From an optimization exercise on the open Yosys and OpenROAD flow, aimed at small area, a short achievable clock period and few clock cycles per item; shortcuts taken in it are not production practice. Function was checked by simulation only, so behaviour that the tests miss may differ from the original.

==> run a: inputs <==
## geofence
module geofence (clk, reset, X, Y, R, valid, is_inside);
input clk;
input reset;
input [9:0] X;
input [9:0] Y;
input [10:0] R;
output reg valid;
output reg is_inside;
reg [5:0] n;                        
wire [5:0] n_n = (n == 6'd37) ? 6'd0 : n + 6'd1;
reg [2:0] g;                        
wire [2:0] g_n = (n == 6'd37 || g == 3'd5) ? 3'd0 : g + 3'd1;
reg inph;
reg [30:0] ring [0:5];              
reg [9:0] X0, Y0;
integer k;
always @(posedge clk) begin
    for (k = 0; k < 5; k = k + 1) ring[k] <= ring[k+1];
    ring[5] <= inph ? {X, Y, R} : ring[0];
    if (n == 6'd0) begin X0 <= X; Y0 <= Y; end
end
function [2:0] posof;               
    input [2:0] j;
    input [2:0] gg;
    reg [3:0] d;
    begin
        d = {1'b0, j} + 4'd6 - {1'b0, gg};
        posof = (d >= 4'd6) ? d[2:0] - 3'd6 : d[2:0];
    end
endfunction
reg [2:0] rk1, rk2, rk3, rk4, rk5;
wire [2:0] rf1, rf2, rf3, rf4, rf5;    
function [2:0] lsel;                
    input [2:0] r;
    begin
        lsel = (rf1 == r) ? 3'd1 : (rf2 == r) ? 3'd2 : (rf3 == r) ? 3'd3 :
               (rf4 == r) ? 3'd4 : 3'd5;
    end
endfunction
reg [5:0] selA, selB;               
reg       amb;                      
wire      bef;
wire       sw = amb & ~bef;
wire [5:0] selBe = {selB[5:4], selB[3] | sw, selB[2] & ~sw, selB[1:0]};
reg [30:0] pA, pB;
integer kk;
always @(*) begin
    pA = 31'd0; pB = 31'd0;
    for (kk = 0; kk < 6; kk = kk + 1) begin
        pA = pA | (ring[kk] & {31{selA[kk]}});
        pB = pB | (ring[kk] & {31{selBe[kk]}});
    end
end
wire [9:0]  ax = pA[30:21], ay = pA[20:11];
  ...
==> flow/config.mk <==
export PLATFORM = sky130hd
export DESIGN_NAME = geofence
export DESIGN_NICKNAME = geofence
export VERILOG_FILES = /design/flow/design.v
export SDC_FILE = /design/flow/constraint.sdc
export NUM_CORES = 4
export LEC_CHECK = 0
export ABC_AREA = 1
export CAP_MARGIN = 20
export CORE_MARGIN = 2
export CORE_UTILIZATION = 40
export CTS_CLUSTER_DIAMETER = 100
export CTS_CLUSTER_SIZE = 20
export SLEW_MARGIN = 20
==> flow/constraint.sdc <==
create_clock -name core_clock -period 25.0 [get_ports {clk}]
set_input_delay 5.0000 -clock core_clock [delete_from_list [all_inputs] [get_ports {clk}]]
set_output_delay 5.0000 -clock core_clock [all_outputs]
set_load 0.01 [all_outputs]
standard.sh (not shown) runs the stock make flow with config.mk's settings and CLKGATE_MAP_FILE= SYNTH_SCRIPT=/design/flow/synth_recipe.tcl, a recipe that flattens the netlist after the stock synthesis.
==> flow/flow/run.sh <==
#!/bin/bash
# Standard ORFS layout at the design's clock and constraints, with two changes:
# the ports are buffered with a plain buf_2 (instead of the delay buffer
# buffer_ports picks by default), and repair_timing is asked for 19 ns of
# setup margin so that it also works on paths that already meet the clock.
set -euo pipefail
export BUFFER_PORTS_ARGS="-buffer_cell sky130_fd_sc_hd__buf_2"
export SETUP_SLACK_MARGIN=19
bash standard.sh > standard.log 2>&1
==> run b (differences from run a) <==
--- a/flow/design.v
+++ b/flow/design.v
@@ -149,19 +149,19 @@
 end
 wire [5:0] dij = pairof(n - 6'd2);  
 wire [2:0] win = bef ? dij[2:0] : dij[5:3];     
 assign rf1 = rk1 + {2'd0, scmp && win == 3'd1};
 assign rf2 = rk2 + {2'd0, scmp && win == 3'd2};
 assign rf3 = rk3 + {2'd0, scmp && win == 3'd3};
 assign rf4 = rk4 + {2'd0, scmp && win == 3'd4};
 assign rf5 = rk5 + {2'd0, scmp && win == 3'd5};
-wire [21:0] Asum;
-bk22 u_A (.a(radsum ? {2'b00, m1r[19:0]} : A), .b(radsum ? {2'b00, m2r[19:0]} : m2r), .cin(1'b0), .s(Asum), .co());
-wire [19:0] rad = radsum ? Asum[19:0] : (radodd ? m2r[19:0] : m1r[19:0]);
+wire [19:0] radsq;
+bk20 u_rad (.a(m1r[19:0]), .b(m2r[19:0]), .cin(1'b0), .s(radsq), .co());
+wire [19:0] rad = radsum ? radsq : (radodd ? m2r[19:0] : m1r[19:0]);
 function [22:0] nrstep;    
     input [12:0] r;
     input [9:0]  q;
     input [1:0]  b;
     input [3:0]  j;
     reg [12:0] rn, m;
     begin
         if (!r[12]) rn = {r[10:0], b} - {1'b0, q, 2'b01};
@@ -197,25 +197,27 @@
 end
 reg [9:0]  aq0, aq1, aq2, aq3;      
 wire [9:0]  acur = asel[0] ? aq0 : asel[1] ? aq1 : asel[2] ? aq2 : aq3;
 reg  [10:0] ri, rj;                 
 wire [10:0] cs_s = {1'b0, acur} ^ ri ^ rj;
 wire [10:0] cs_c = ({1'b0, acur} & ri) | ({1'b0, acur} & rj) | (ri & rj);
 wire [10:0] ssum, e12, e3n, x1, y1, y2;
 wire [11:0] x2;
+wire [21:0] Asum;
 wire        ge;
 bk11 u_ss (.a(cs_s), .b({cs_c[9:0], 1'b0}), .cin(1'b0), .s(ssum), .co());
 wire [9:0]  Sn = ssum[10:1];
 bk11 u_e12 (.a({1'b0, Sn}), .b(~(eph ? ri : {1'b0, acur})), .cin(1'b1), .s(e12), .co());
 bk11 u_e3 (.a({1'b0, Sn}), .b(~{1'b0, rj[9:0]}), .cin(1'b1), .s(e3n), .co());
 bk11 u_x1 (.a({1'b0, ax}), .b(~{1'b0, sload ? X0 : bx}), .cin(1'b1), .s(x1), .co());
 bk11 u_y1 (.a({1'b0, ay}), .b(~{1'b0, sload ? Y0 : by}), .cin(1'b1), .s(y1), .co());
 bk11 u_y2 (.a({1'b0, by}), .b(~{1'b0, sload ? Y0 : ay}), .cin(1'b1), .s(y2), .co());
 bk12 u_x2 (.a({2'b00, bx}), .b(sload ? ~{2'b00, X0} : {2'b00, ax}), .cin(sload), .s(x2), .co());
+bk22 u_A (.a(A), .b(m2r), .cin(1'b0), .s(Asum), .co());
 bk22 u_ge (.a({1'b0, A[21:1]}), .b(~m1), .cin(1'b1), .s(), .co(ge));
 always @(posedge clk) begin
     oa1 <= (sload | aph) ? x1 : uvl ? {1'b0, qout} : {1'b0, Sn};
     ob1 <= sload ? y2 : aph ? x1 : uvl ? {1'b0, s3[9:0]} : e12;
     oa2 <= (sload | aph) ? {y1[10], y1} : eph ? {e12[10], e12} : x2;
     ob2 <= sload ? x2[10:0] : aph ? y1 : eph ? e3n : y2;
     m1r <= m1[21:0];
     if (rld) begin ri <= ar; rj <= br; end
==> run c (differences from run a) <==
--- a/flow/design.v
+++ b/flow/design.v
@@ -149,19 +149,19 @@
 end
 wire [5:0] dij = pairof(n - 6'd2);  
 wire [2:0] win = bef ? dij[2:0] : dij[5:3];     
 assign rf1 = rk1 + {2'd0, scmp && win == 3'd1};
 assign rf2 = rk2 + {2'd0, scmp && win == 3'd2};
 assign rf3 = rk3 + {2'd0, scmp && win == 3'd3};
 assign rf4 = rk4 + {2'd0, scmp && win == 3'd4};
 assign rf5 = rk5 + {2'd0, scmp && win == 3'd5};
-wire [21:0] Asum;
-bk22 u_A (.a(radsum ? {2'b00, m1r[19:0]} : A), .b(radsum ? {2'b00, m2r[19:0]} : m2r), .cin(1'b0), .s(Asum), .co());
-wire [19:0] rad = radsum ? Asum[19:0] : (radodd ? m2r[19:0] : m1r[19:0]);
+wire [19:0] radsq;
+bk20 u_rad (.a(m1r[19:0]), .b(m2r[19:0]), .cin(1'b0), .s(radsq), .co());
+wire [19:0] rad = radsum ? radsq : (radodd ? m2r[19:0] : m1r[19:0]);
 function [22:0] nrstep;    
     input [12:0] r;
     input [9:0]  q;
     input [1:0]  b;
     input [3:0]  j;
     reg [12:0] rn, m;
     begin
         if (!r[12]) rn = {r[10:0], b} - {1'b0, q, 2'b01};
@@ -195,33 +195,52 @@
     q2r <= s2[18:10]; q2q <= s2[6:0]; q2rad <= q1rad[5:0];
     qout <= s3[9:0];
 end
 reg [9:0]  aq0, aq1, aq2, aq3;      
 wire [9:0]  acur = asel[0] ? aq0 : asel[1] ? aq1 : asel[2] ? aq2 : aq3;
 reg  [10:0] ri, rj;                 
 wire [10:0] cs_s = {1'b0, acur} ^ ri ^ rj;
 wire [10:0] cs_c = ({1'b0, acur} & ri) | ({1'b0, acur} & rj) | (ri & rj);
-wire [10:0] ssum, e12, e3n, x1, y1, y2;
-wire [11:0] x2;
+wire [10:0] ssum, e1n, e2n, e3n, dx, dy, rax, rby, ray, rbx, shy;
+wire [11:0] shx;
+wire [21:0] Asum;
 wire        ge;
 bk11 u_ss (.a(cs_s), .b({cs_c[9:0], 1'b0}), .cin(1'b0), .s(ssum), .co());
 wire [9:0]  Sn = ssum[10:1];
-bk11 u_e12 (.a({1'b0, Sn}), .b(~(eph ? ri : {1'b0, acur})), .cin(1'b1), .s(e12), .co());
+bk11 u_e1 (.a({1'b0, Sn}), .b(~{1'b0, acur}),    .cin(1'b1), .s(e1n), .co());
+bk11 u_e2 (.a({1'b0, Sn}), .b(~ri),              .cin(1'b1), .s(e2n), .co());
 bk11 u_e3 (.a({1'b0, Sn}), .b(~{1'b0, rj[9:0]}), .cin(1'b1), .s(e3n), .co());
-bk11 u_x1 (.a({1'b0, ax}), .b(~{1'b0, sload ? X0 : bx}), .cin(1'b1), .s(x1), .co());
-bk11 u_y1 (.a({1'b0, ay}), .b(~{1'b0, sload ? Y0 : by}), .cin(1'b1), .s(y1), .co());
-bk11 u_y2 (.a({1'b0, by}), .b(~{1'b0, sload ? Y0 : ay}), .cin(1'b1), .s(y2), .co());
-bk12 u_x2 (.a({2'b00, bx}), .b(sload ? ~{2'b00, X0} : {2'b00, ax}), .cin(sload), .s(x2), .co());
+bk11 u_dx (.a({1'b0, ax}), .b(~{1'b0, bx}), .cin(1'b1), .s(dx), .co());
+bk11 u_dy (.a({1'b0, ay}), .b(~{1'b0, by}), .cin(1'b1), .s(dy), .co());
+bk11 u_rax (.a({1'b0, ax}), .b(~{1'b0, X0}), .cin(1'b1), .s(rax), .co());
+bk11 u_rby (.a({1'b0, by}), .b(~{1'b0, Y0}), .cin(1'b1), .s(rby), .co());
+bk11 u_ray (.a({1'b0, ay}), .b(~{1'b0, Y0}), .cin(1'b1), .s(ray), .co());
+bk11 u_rbx (.a({1'b0, bx}), .b(~{1'b0, X0}), .cin(1'b1), .s(rbx), .co());
+bk12 u_shx (.a({2'b00, ax}), .b({2'b00, bx}), .cin(1'b0), .s(shx), .co());
+bk11 u_shy (.a({1'b0, by}), .b(~{1'b0, ay}), .cin(1'b1), .s(shy), .co());
+bk22 u_A (.a(A), .b(m2r), .cin(1'b0), .s(Asum), .co());
 bk22 u_ge (.a({1'b0, A[21:1]}), .b(~m1), .cin(1'b1), .s(), .co(ge));
 always @(posedge clk) begin
-    oa1 <= (sload | aph) ? x1 : uvl ? {1'b0, qout} : {1'b0, Sn};
-    ob1 <= sload ? y2 : aph ? x1 : uvl ? {1'b0, s3[9:0]} : e12;
-    oa2 <= (sload | aph) ? {y1[10], y1} : eph ? {e12[10], e12} : x2;
-    ob2 <= sload ? x2[10:0] : aph ? y1 : eph ? e3n : y2;
+    if (sload) begin
+        oa1 <= rax; ob1 <= rby; oa2 <= {ray[10], ray}; ob2 <= rbx;
+    end
+    if (aph) begin
+        oa1 <= dx; ob1 <= dx; oa2 <= {dy[10], dy}; ob2 <= dy;
+    end
+    if (sph) begin
+        oa1 <= {1'b0, Sn}; ob1 <= e1n;
+        oa2 <= shx; ob2 <= shy;
+    end
+    if (eph) begin
+        oa2 <= {e2n[10], e2n}; ob2 <= e3n;
+    end
+    if (uvl) begin
+        oa1 <= {1'b0, qout}; ob1 <= {1'b0, s3[9:0]};
+    end
     m1r <= m1[21:0];
     if (rld) begin ri <= ar; rj <= br; end
     m2r <= m2[21:0];
     if (aqsh) begin aq0 <= qout; aq1 <= aq0; aq2 <= aq1; aq3 <= aq2; end
     if (n <= 6'd13) begin A <= 22'd0; T <= 22'd0; end
     else begin
         if (aacc) A <= Asum;
         if (tsel) T <= m1;
==> flow/config.mk (replaced) <==
export PLATFORM = sky130hd
export DESIGN_NAME = geofence
export DESIGN_NICKNAME = geofence
export VERILOG_FILES = /design/flow/design.v
export SDC_FILE = /design/flow/constraint.sdc
export NUM_CORES = 4
export LEC_CHECK = 0
export ABC_AREA = 1
export CAP_MARGIN = 20
export CORE_MARGIN = 2
export CORE_UTILIZATION = 40
export SLEW_MARGIN = 20
==> run d (differences from run a) <==
--- a/flow/design.v
+++ b/flow/design.v
@@ -2,19 +2,19 @@
 input clk;
 input reset;
 input [9:0] X;
 input [9:0] Y;
 input [10:0] R;
 output reg valid;
 output reg is_inside;
 reg [5:0] n;                        
-wire [5:0] n_n = (n == 6'd37) ? 6'd0 : n + 6'd1;
+wire [5:0] n_n = (n == 6'd38) ? 6'd0 : n + 6'd1;
 reg [2:0] g;                        
-wire [2:0] g_n = (n == 6'd37 || g == 3'd5) ? 3'd0 : g + 3'd1;
+wire [2:0] g_n = (n == 6'd38 || g == 3'd5) ? 3'd0 : g + 3'd1;
 reg inph;
 reg [30:0] ring [0:5];              
 reg [9:0] X0, Y0;
 integer k;
 always @(posedge clk) begin
     for (k = 0; k < 5; k = k + 1) ring[k] <= ring[k+1];
     ring[5] <= inph ? {X, Y, R} : ring[0];
     if (n == 6'd0) begin X0 <= X; Y0 <= Y; end
@@ -33,27 +33,23 @@
 function [2:0] lsel;                
     input [2:0] r;
     begin
         lsel = (rf1 == r) ? 3'd1 : (rf2 == r) ? 3'd2 : (rf3 == r) ? 3'd3 :
                (rf4 == r) ? 3'd4 : 3'd5;
     end
 endfunction
 reg [5:0] selA, selB;               
-reg       amb;                      
-wire      bef;
-wire       sw = amb & ~bef;
-wire [5:0] selBe = {selB[5:4], selB[3] | sw, selB[2] & ~sw, selB[1:0]};
 reg [30:0] pA, pB;
 integer kk;
 always @(*) begin
     pA = 31'd0; pB = 31'd0;
     for (kk = 0; kk < 6; kk = kk + 1) begin
         pA = pA | (ring[kk] & {31{selA[kk]}});
-        pB = pB | (ring[kk] & {31{selBe[kk]}});
+        pB = pB | (ring[kk] & {31{selB[kk]}});
     end
 end
 wire [9:0]  ax = pA[30:21], ay = pA[20:11];
 wire [10:0] ar = pA[10:0];
 wire [9:0]  bx = pB[30:21], by = pB[20:11];
 wire [10:0] br = pB[10:0];
 reg rld, sload, smul, scmp, aph, sph, eph, uvl, aqsh, aacc, tsel, fin, radsum, radodd;
 reg [3:0] asel;                     
@@ -78,42 +74,41 @@
         3'd1: qsel = lsel(3'd0);
         3'd2: qsel = lsel(3'd1);
         3'd3: qsel = lsel(3'd2);
         3'd4: qsel = lsel(3'd3);
         3'd5: qsel = lsel(3'd4);
         default: qsel = 3'd0;
     endcase
 endfunction
-wire [5:0] cn = n_n - 6'd14;        
+wire [5:0] cn = n_n - 6'd15;        
 reg  [2:0] kA_n;                    
 reg  [2:0] jA_n, jB_n;
 always @(*) begin
     kA_n = (cn <= 6'd5) ? cn[2:0] : cn[0] ? cn[3:1] - 3'd2 : cn[3:1] - 3'd3;
     if (n_n >= 6'd3 && n_n <= 6'd12) begin
         {jA_n, jB_n} = pairof(n_n);
     end else begin
         jA_n = qsel(kA_n);
         jB_n = qsel(kA_n + 3'd1);
     end
 end
-wire cph_n = (n_n >= 6'd14);
+wire cph_n = (n_n >= 6'd15);
 always @(posedge clk or posedge reset) begin
     if (reset) begin
         n <= 6'd0; g <= 3'd0; inph <= 1'b1; valid <= 1'b0;
     end else begin
         n <= n_n; g <= g_n;
         inph <= (n_n <= 6'd5);
         valid <= fin;
     end
 end
 always @(posedge clk) begin
     selA   <= 6'd1 << posof(jA_n, g_n);
     selB   <= 6'd1 << posof(jB_n, g_n);
-    amb    <= (n_n == 6'd14) && (rf4 == 3'd0) && (rf5 == 3'd0);
     sload  <= (n_n >= 6'd3) && (n_n <= 6'd12);
     rld    <= cph_n && ((cn == 6'd0) || ((cn >= 6'd7) && (cn <= 6'd15) && cn[0]));
     smul   <= (n_n >= 6'd4) && (n_n <= 6'd13);
     scmp   <= smul;
     aph    <= cph_n && (cn <= 6'd5);
     sph    <= cph_n && (cn >= 6'd6) && (cn <= 6'd16) && !cn[0];
     eph    <= cph_n && (cn >= 6'd7) && (cn <= 6'd17) && cn[0];
     uvl    <= cph_n && (cn >= 6'd11) && (cn <= 6'd21) && cn[0];
@@ -134,34 +129,34 @@
 reg  [11:0] oa2;
 reg  [21:0] m1r;
 reg  [21:0] A, T;
 reg  [21:0] m2r;
 wire [21:0] m1, m2;
 mul_s11x11a u_m1 (.a(oa1), .b(ob1), .c(tsel ? T : 22'd0), .p(m1));    
 mul_s12x11 u_m2 (.a(oa2), .b(ob2), .p(m2));
 wire signed [21:0] sm1r = m1r, sm2r = m2r;
-assign bef = sm1r > sm2r;             
+wire bef = sm1r > sm2r;             
 always @(posedge clk) begin
     if (n <= 6'd3) begin
         rk1 <= 3'd0; rk2 <= 3'd0; rk3 <= 3'd0; rk4 <= 3'd0; rk5 <= 3'd0;
     end else begin
         rk1 <= rf1; rk2 <= rf2; rk3 <= rf3; rk4 <= rf4; rk5 <= rf5;
     end
 end
 wire [5:0] dij = pairof(n - 6'd2);  
 wire [2:0] win = bef ? dij[2:0] : dij[5:3];     
 assign rf1 = rk1 + {2'd0, scmp && win == 3'd1};
 assign rf2 = rk2 + {2'd0, scmp && win == 3'd2};
 assign rf3 = rk3 + {2'd0, scmp && win == 3'd3};
 assign rf4 = rk4 + {2'd0, scmp && win == 3'd4};
 assign rf5 = rk5 + {2'd0, scmp && win == 3'd5};
-wire [21:0] Asum;
-bk22 u_A (.a(radsum ? {2'b00, m1r[19:0]} : A), .b(radsum ? {2'b00, m2r[19:0]} : m2r), .cin(1'b0), .s(Asum), .co());
-wire [19:0] rad = radsum ? Asum[19:0] : (radodd ? m2r[19:0] : m1r[19:0]);
+wire [19:0] radsq;
+bk20 u_rad (.a(m1r[19:0]), .b(m2r[19:0]), .cin(1'b0), .s(radsq), .co());
+wire [19:0] rad = radsum ? radsq : (radodd ? m2r[19:0] : m1r[19:0]);
 function [22:0] nrstep;    
     input [12:0] r;
     input [9:0]  q;
     input [1:0]  b;
     input [3:0]  j;
     reg [12:0] rn, m;
     begin
         if (!r[12]) rn = {r[10:0], b} - {1'b0, q, 2'b01};
@@ -195,38 +190,57 @@
     q2r <= s2[18:10]; q2q <= s2[6:0]; q2rad <= q1rad[5:0];
     qout <= s3[9:0];
 end
 reg [9:0]  aq0, aq1, aq2, aq3;      
 wire [9:0]  acur = asel[0] ? aq0 : asel[1] ? aq1 : asel[2] ? aq2 : aq3;
 reg  [10:0] ri, rj;                 
 wire [10:0] cs_s = {1'b0, acur} ^ ri ^ rj;
 wire [10:0] cs_c = ({1'b0, acur} & ri) | ({1'b0, acur} & rj) | (ri & rj);
-wire [10:0] ssum, e12, e3n, x1, y1, y2;
-wire [11:0] x2;
+wire [10:0] ssum, e1n, e2n, e3n, dx, dy, rax, rby, ray, rbx, shy;
+wire [11:0] shx;
+wire [21:0] Asum;
 wire        ge;
 bk11 u_ss (.a(cs_s), .b({cs_c[9:0], 1'b0}), .cin(1'b0), .s(ssum), .co());
 wire [9:0]  Sn = ssum[10:1];
-bk11 u_e12 (.a({1'b0, Sn}), .b(~(eph ? ri : {1'b0, acur})), .cin(1'b1), .s(e12), .co());
+bk11 u_e1 (.a({1'b0, Sn}), .b(~{1'b0, acur}),    .cin(1'b1), .s(e1n), .co());
+bk11 u_e2 (.a({1'b0, Sn}), .b(~ri),              .cin(1'b1), .s(e2n), .co());
 bk11 u_e3 (.a({1'b0, Sn}), .b(~{1'b0, rj[9:0]}), .cin(1'b1), .s(e3n), .co());
-bk11 u_x1 (.a({1'b0, ax}), .b(~{1'b0, sload ? X0 : bx}), .cin(1'b1), .s(x1), .co());
-bk11 u_y1 (.a({1'b0, ay}), .b(~{1'b0, sload ? Y0 : by}), .cin(1'b1), .s(y1), .co());
-bk11 u_y2 (.a({1'b0, by}), .b(~{1'b0, sload ? Y0 : ay}), .cin(1'b1), .s(y2), .co());
-bk12 u_x2 (.a({2'b00, bx}), .b(sload ? ~{2'b00, X0} : {2'b00, ax}), .cin(sload), .s(x2), .co());
+bk11 u_dx (.a({1'b0, ax}), .b(~{1'b0, bx}), .cin(1'b1), .s(dx), .co());
+bk11 u_dy (.a({1'b0, ay}), .b(~{1'b0, by}), .cin(1'b1), .s(dy), .co());
+bk11 u_rax (.a({1'b0, ax}), .b(~{1'b0, X0}), .cin(1'b1), .s(rax), .co());
+bk11 u_rby (.a({1'b0, by}), .b(~{1'b0, Y0}), .cin(1'b1), .s(rby), .co());
+bk11 u_ray (.a({1'b0, ay}), .b(~{1'b0, Y0}), .cin(1'b1), .s(ray), .co());
+bk11 u_rbx (.a({1'b0, bx}), .b(~{1'b0, X0}), .cin(1'b1), .s(rbx), .co());
+bk12 u_shx (.a({2'b00, ax}), .b({2'b00, bx}), .cin(1'b0), .s(shx), .co());
+bk11 u_shy (.a({1'b0, by}), .b(~{1'b0, ay}), .cin(1'b1), .s(shy), .co());
+bk22 u_A (.a(A), .b(m2r), .cin(1'b0), .s(Asum), .co());
 bk22 u_ge (.a({1'b0, A[21:1]}), .b(~m1), .cin(1'b1), .s(), .co(ge));
 always @(posedge clk) begin
-    oa1 <= (sload | aph) ? x1 : uvl ? {1'b0, qout} : {1'b0, Sn};
-    ob1 <= sload ? y2 : aph ? x1 : uvl ? {1'b0, s3[9:0]} : e12;
-    oa2 <= (sload | aph) ? {y1[10], y1} : eph ? {e12[10], e12} : x2;
-    ob2 <= sload ? x2[10:0] : aph ? y1 : eph ? e3n : y2;
+    if (sload) begin
+        oa1 <= rax; ob1 <= rby; oa2 <= {ray[10], ray}; ob2 <= rbx;
+    end
+    if (aph) begin
+        oa1 <= dx; ob1 <= dx; oa2 <= {dy[10], dy}; ob2 <= dy;
+    end
+    if (sph) begin
+        oa1 <= {1'b0, Sn}; ob1 <= e1n;
+        oa2 <= shx; ob2 <= shy;
+    end
+    if (eph) begin
+        oa2 <= {e2n[10], e2n}; ob2 <= e3n;
+    end
+    if (uvl) begin
+        oa1 <= {1'b0, qout}; ob1 <= {1'b0, s3[9:0]};
+    end
     m1r <= m1[21:0];
     if (rld) begin ri <= ar; rj <= br; end
     m2r <= m2[21:0];
     if (aqsh) begin aq0 <= qout; aq1 <= aq0; aq2 <= aq1; aq3 <= aq2; end
-    if (n <= 6'd13) begin A <= 22'd0; T <= 22'd0; end
+    if (n <= 6'd14) begin A <= 22'd0; T <= 22'd0; end
     else begin
         if (aacc) A <= Asum;
         if (tsel) T <= m1;
     end
     is_inside <= ge;                 
 end
 endmodule
 module mul_s11x11a (a, b, c, p);
==> flow/config.mk (replaced) <==
export PLATFORM = sky130hd
export DESIGN_NAME = geofence
export DESIGN_NICKNAME = geofence
export VERILOG_FILES = /design/flow/design.v
export SDC_FILE = /design/flow/constraint.sdc
export NUM_CORES = 4
export LEC_CHECK = 0
export ABC_AREA = 1
export CAP_MARGIN = 20
export CORE_MARGIN = 2
export CORE_UTILIZATION = 40
export SLEW_MARGIN = 20
==> qor summary <==
metric	run b	run c	run d	run a
Final estimated routing congestion in global placement	0.8653	0.9407	0.9171	0.8965
H-tree depth	2	2	2	1
Run status	finished clean	finished clean	finished clean	finished clean
Setup clock skew after layout	0.03750 ns	0.05437 ns	0.06354 ns	0.04340 ns
Number of violations reported at the end of detailed-routing iteration 0	1977	2002	1986	1884
Synthesized instance count	4227	4378	4355	4198
Beginning of the critical path	valid	is_inside	valid	valid
Proportion of layout cells with a drive suffix above 1	0.06182	0.07732	0.06815	0.07661
Max_slew headroom	0.3652	0.3044	0.2768	0.3611
Post-synthesis cell area	0.03493 sq mm	0.03678 sq mm	0.03653 sq mm	0.03448 sq mm
Clock insertion delay at the later pin of the skew report	0.59 ns	0.66 ns	0.67 ns	0.65 ns
Fillcell total	8569	8908	8926	8476
Global routing met3 resource utilization	0.02058	0.03186	0.02730	0.02096
Testbench counts of run a, summed over its fixed seeds: cycles 60,800, items 1,600.
Testbench counts of run b, summed over its fixed seeds: cycles 60,800, items 1,600.
Testbench counts of run c, summed over its fixed seeds: cycles 60,800, items 1,600.
Testbench counts of run d, summed over its fixed seeds: cycles 62,400, items 1,600.

==> afterwards: timing with drivers on the ports <==
How much do the figures lean on ideal ports? The routed layouts below were timed once more, with nothing changed but the port constraints.
Step 1 (the two cells are an assumption about what drives the block):
set clk [get_ports {clk}]
set_driving_cell -lib_cell sky130_fd_sc_hd__clkbuf_16 $clk
set_driving_cell -lib_cell sky130_fd_sc_hd__buf_2 [delete_from_list [all_inputs] $clk]
Step 2, shift: input delay + t, output delay - t, t = (earliest + latest rising clock arrival at the registers) / 2. This alone moves slack from input paths to output paths.
Slacks: no drivers / after step 1 / after step 2; pairs: no drivers / after step 1.
run	shift t [ns]	setup WS [ns]	worst setup path after step 2
run a	0.700	18.848 / 18.779 / 19.233	register to register
run b	0.623	18.901 / 18.845 / 19.206	register to register
run c	0.702	18.895 / 18.829 / 19.144	register to register
run d	0.698	18.850 / 18.786 / 19.306	register to register
After both steps setup and hold are still met in every run listed.
